Source: an optimization exercise on an open RTL-to-GDS flow (aim: small area and a short achievable clock period). Production flows keep margins and buffers that such runs may drop. Only simulation tests tie the RTL to the original design; equivalence was not proved. Power figures rest on the tool's default switching activity, not on a simulated workload.

==> v36: inputs <==
==> flow/design.v (excerpt) <==
module matrix_multiplier #(
  parameter int DATA_WIDTH = 8,
  parameter int A_ROWS = 2,
  parameter int B_COLUMNS = 2,
  parameter int A_COLUMNS_B_ROWS = 2,
  parameter int C_DATA_WIDTH = (2 * DATA_WIDTH) + $clog2(A_COLUMNS_B_ROWS)
) (
  input                           clk_i,
  input                           reset_i,
  input                           valid_i,
  output logic                    valid_o,
  input        [A_ROWS * A_COLUMNS_B_ROWS * DATA_WIDTH-1:0]   a_i,
  input        [A_COLUMNS_B_ROWS * B_COLUMNS * DATA_WIDTH-1:0] b_i,
  output logic [A_ROWS * B_COLUMNS * C_DATA_WIDTH-1:0]         c_o
);
clock: 6.8 ns
lec_check: 0
abc_clock_period_in_ps: 2500
cap_margin: 20
core_margin: 2
core_utilization: 40
cts_cluster_diameter: 80
cts_cluster_size: 28
setup_slack_margin: 4.3
slew_margin: 20
synth_hierarchical: 1
standard.sh (not shown) runs the stock make flow with config.mk's settings and CLKGATE_MAP_FILE= SYNTH_SCRIPT=/design/flow/synth_recipe.tcl, a recipe that flattens the netlist after the stock synthesis.
==> flow/flow/run.sh <==
#!/bin/bash
# Own flow: the standard layout (standard.sh), with the ports buffered by
# plain buf_1 cells instead of the delay-buffer cell buffer_ports picks itself.
# Every input and output port still gets its own buffer.
set -euo pipefail
export BUFFER_PORTS_ARGS="-buffer_cell sky130_fd_sc_hd__buf_1"
bash standard.sh > standard.log 2>&1
==> inputs of v8, as changes to v36 <==
ABC_CLOCK_PERIOD_IN_PS = 2400   (was 2500)
CORE_UTILIZATION = 70   (was 40)
CTS_CLUSTER_DIAMETER = not set   (was 80)
CTS_CLUSTER_SIZE = not set   (was 28)
PLACE_DENSITY = 0.8   (was not set)
SETUP_SLACK_MARGIN = 4.4   (was 4.3)
==> summary.md <==
| Metric | Value |
|---|---|
| Finished Cell Area | 24400 µm² |
| Internal power component | 6.38 mW |
| Final Skew | 0.0213 ns |
| Met1 wire length | 18600 µm |
| Dpl ws | 3.99 ns |
| Combinational gate power | 4.03 mW |
| Non-clk buf share | 2.35% |
| Vias in the first global route | 14700 |
| Switch share | 36.9% |
| Largest net degree at the start of global routing | 29 |
| Outcome | timing/DRC/antenna clean |
| CP max stage delay | 0.61 ns |
| First drt pass iteration count | 5 |
| CP endpoint | r3e3_1586$_DFF_P_ |
| Max H-tree Level | 1 |
Source of the figures above: v36

==> summary.md <==
| Metric | Value |
|---|---|
| Worst VDD drop | 0.277 mV |
| Power Total | 10.8 mW |
| Largest net degree at the start of global routing | 17 |
| Vias in the first global route | 15400 |
| Switch share | 34.3% |
| Max H-tree Level | 2 |
| CP endpoint | c_o[2] |
| Outcome | timing/DRC/antenna clean |
| Met1 wire length | 16900 µm |
| Drt via density | 5.97 |
| Signal buffers | 144 |
| EDFF count, synth | 0 |
| Dpl ws | 4.03 ns |
| Final Skew | 0.0299 ns |
| First drt pass iteration count | 6 |
| N_diodes | 0 |
| CP max stage delay | 0.35 ns |
Source of the figures above: v8


==> inputs of v26 <==
matrix_multiplier, a different RTL version from the one above (not shown whole).
clock: 6.8 ns
lec_check: 0
abc_clock_period_in_ps: 2400
cap_margin: 20
core_margin: 2
core_utilization: 40
setup_slack_margin: 4.4
slew_margin: 20
synth_hierarchical: 1
==> flow/flow/run.sh <==
#!/bin/bash
# Own flow: the standard layout (standard.sh), with the ports buffered by
# plain buf_1 cells instead of the delay-buffer cell buffer_ports picks itself
# (every input and output port still gets its own buffer), and a clock tree
# built without dummy loads, with clusters of up to 14 registers within 60 um, each driven by a clkbuf_8.
set -euo pipefail
export BUFFER_PORTS_ARGS="-buffer_cell sky130_fd_sc_hd__buf_1"
export CTS_ARGS="-sink_clustering_enable -repair_clock_nets -dont_use_dummy_load -sink_clustering_buffer sky130_fd_sc_hd__clkbuf_8 -sink_clustering_size 14 -sink_clustering_max_diameter 60"
bash standard.sh > standard.log 2>&1
==> v28 (differences from v26) <==
==> flow/flow/run.sh (replaced) <==
#!/bin/bash
# Own flow: the standard layout (standard.sh), with the ports buffered by
# plain buf_1 cells instead of the delay-buffer cell buffer_ports picks itself
# (every input and output port still gets its own buffer), and a clock tree
# built without dummy loads and with clkbuf_8 leaf buffers.
set -euo pipefail
export BUFFER_PORTS_ARGS="-buffer_cell sky130_fd_sc_hd__buf_1"
export CTS_ARGS="-sink_clustering_enable -repair_clock_nets -dont_use_dummy_load -sink_clustering_buffer sky130_fd_sc_hd__clkbuf_8"
bash standard.sh > standard.log 2>&1
==> v30 (differences from v26) <==
==> flow/flow/run.sh (replaced) <==
#!/bin/bash
# Own flow: the standard layout (standard.sh), with the ports buffered by
# plain buf_1 cells instead of the delay-buffer cell buffer_ports picks itself
# (every input and output port still gets its own buffer), and a clock tree
# built without dummy loads (same clustering as the standard flow).
set -euo pipefail
export BUFFER_PORTS_ARGS="-buffer_cell sky130_fd_sc_hd__buf_1"
export CTS_ARGS="-sink_clustering_enable -repair_clock_nets -dont_use_dummy_load"
bash standard.sh > standard.log 2>&1
==> notes.md <==
- v26 finished clean. v30 passed the timing, DRC and antenna checks. v28 passed the timing, DRC and antenna checks.
- Area after synthesis is the same in v28 and v26.
- The lowest power belongs to v26, the highest to v30.
- First-iteration DRC count, highest first: v28, v30, v26.
- Synthesized cell count is the same in v30 and v26.
- Of v30 and v28, v28 has the higher sequential share of layout area (gap 0.20 points).
- The lowest clock-buffer cell count belongs to v26, the highest to v28.
- In die area, v30 and v26 do not differ.
- In sequential power, v30 and v26 hardly differ.
- Utilization, highest first: v30, v28, v26.
- Non-clock buffer count, lowest first: v30, v28, v26.

[port drivers added, routing unchanged]
The flow's constraints put no driver on any port. The routed layouts listed below were extracted and timed again, unchanged, in two steps. Step 1, drivers: a clkbuf_16 drives clk_i and a buf_2 each remaining input, both assumed. Step 2 times the ports against the registers' clock, not the clock port: input delays grow and output delays shrink by t, the midpoint of the rising clock arrivals with the driver on. Slacks: ideal ports / drivers / drivers and shift; pairs: ideal ports / drivers.
run | t (ns) | slack for setup (ns) | worst data-port slew with drivers (ns)
v36 | 0.665 | 4.340 / 4.300 / 4.340 | 0.05
v8 | 0.618 | 4.379 / 4.329 / 4.382 | 0.05
v26 | 0.573 | 4.443 / 4.399 / 4.443 | 0.04
v28 | 0.583 | 4.444 / 4.398 / 4.444 | 0.04
v30 | 0.609 | 4.429 / 4.380 / 4.445 | 0.05
After both steps every run listed still meets setup and hold.
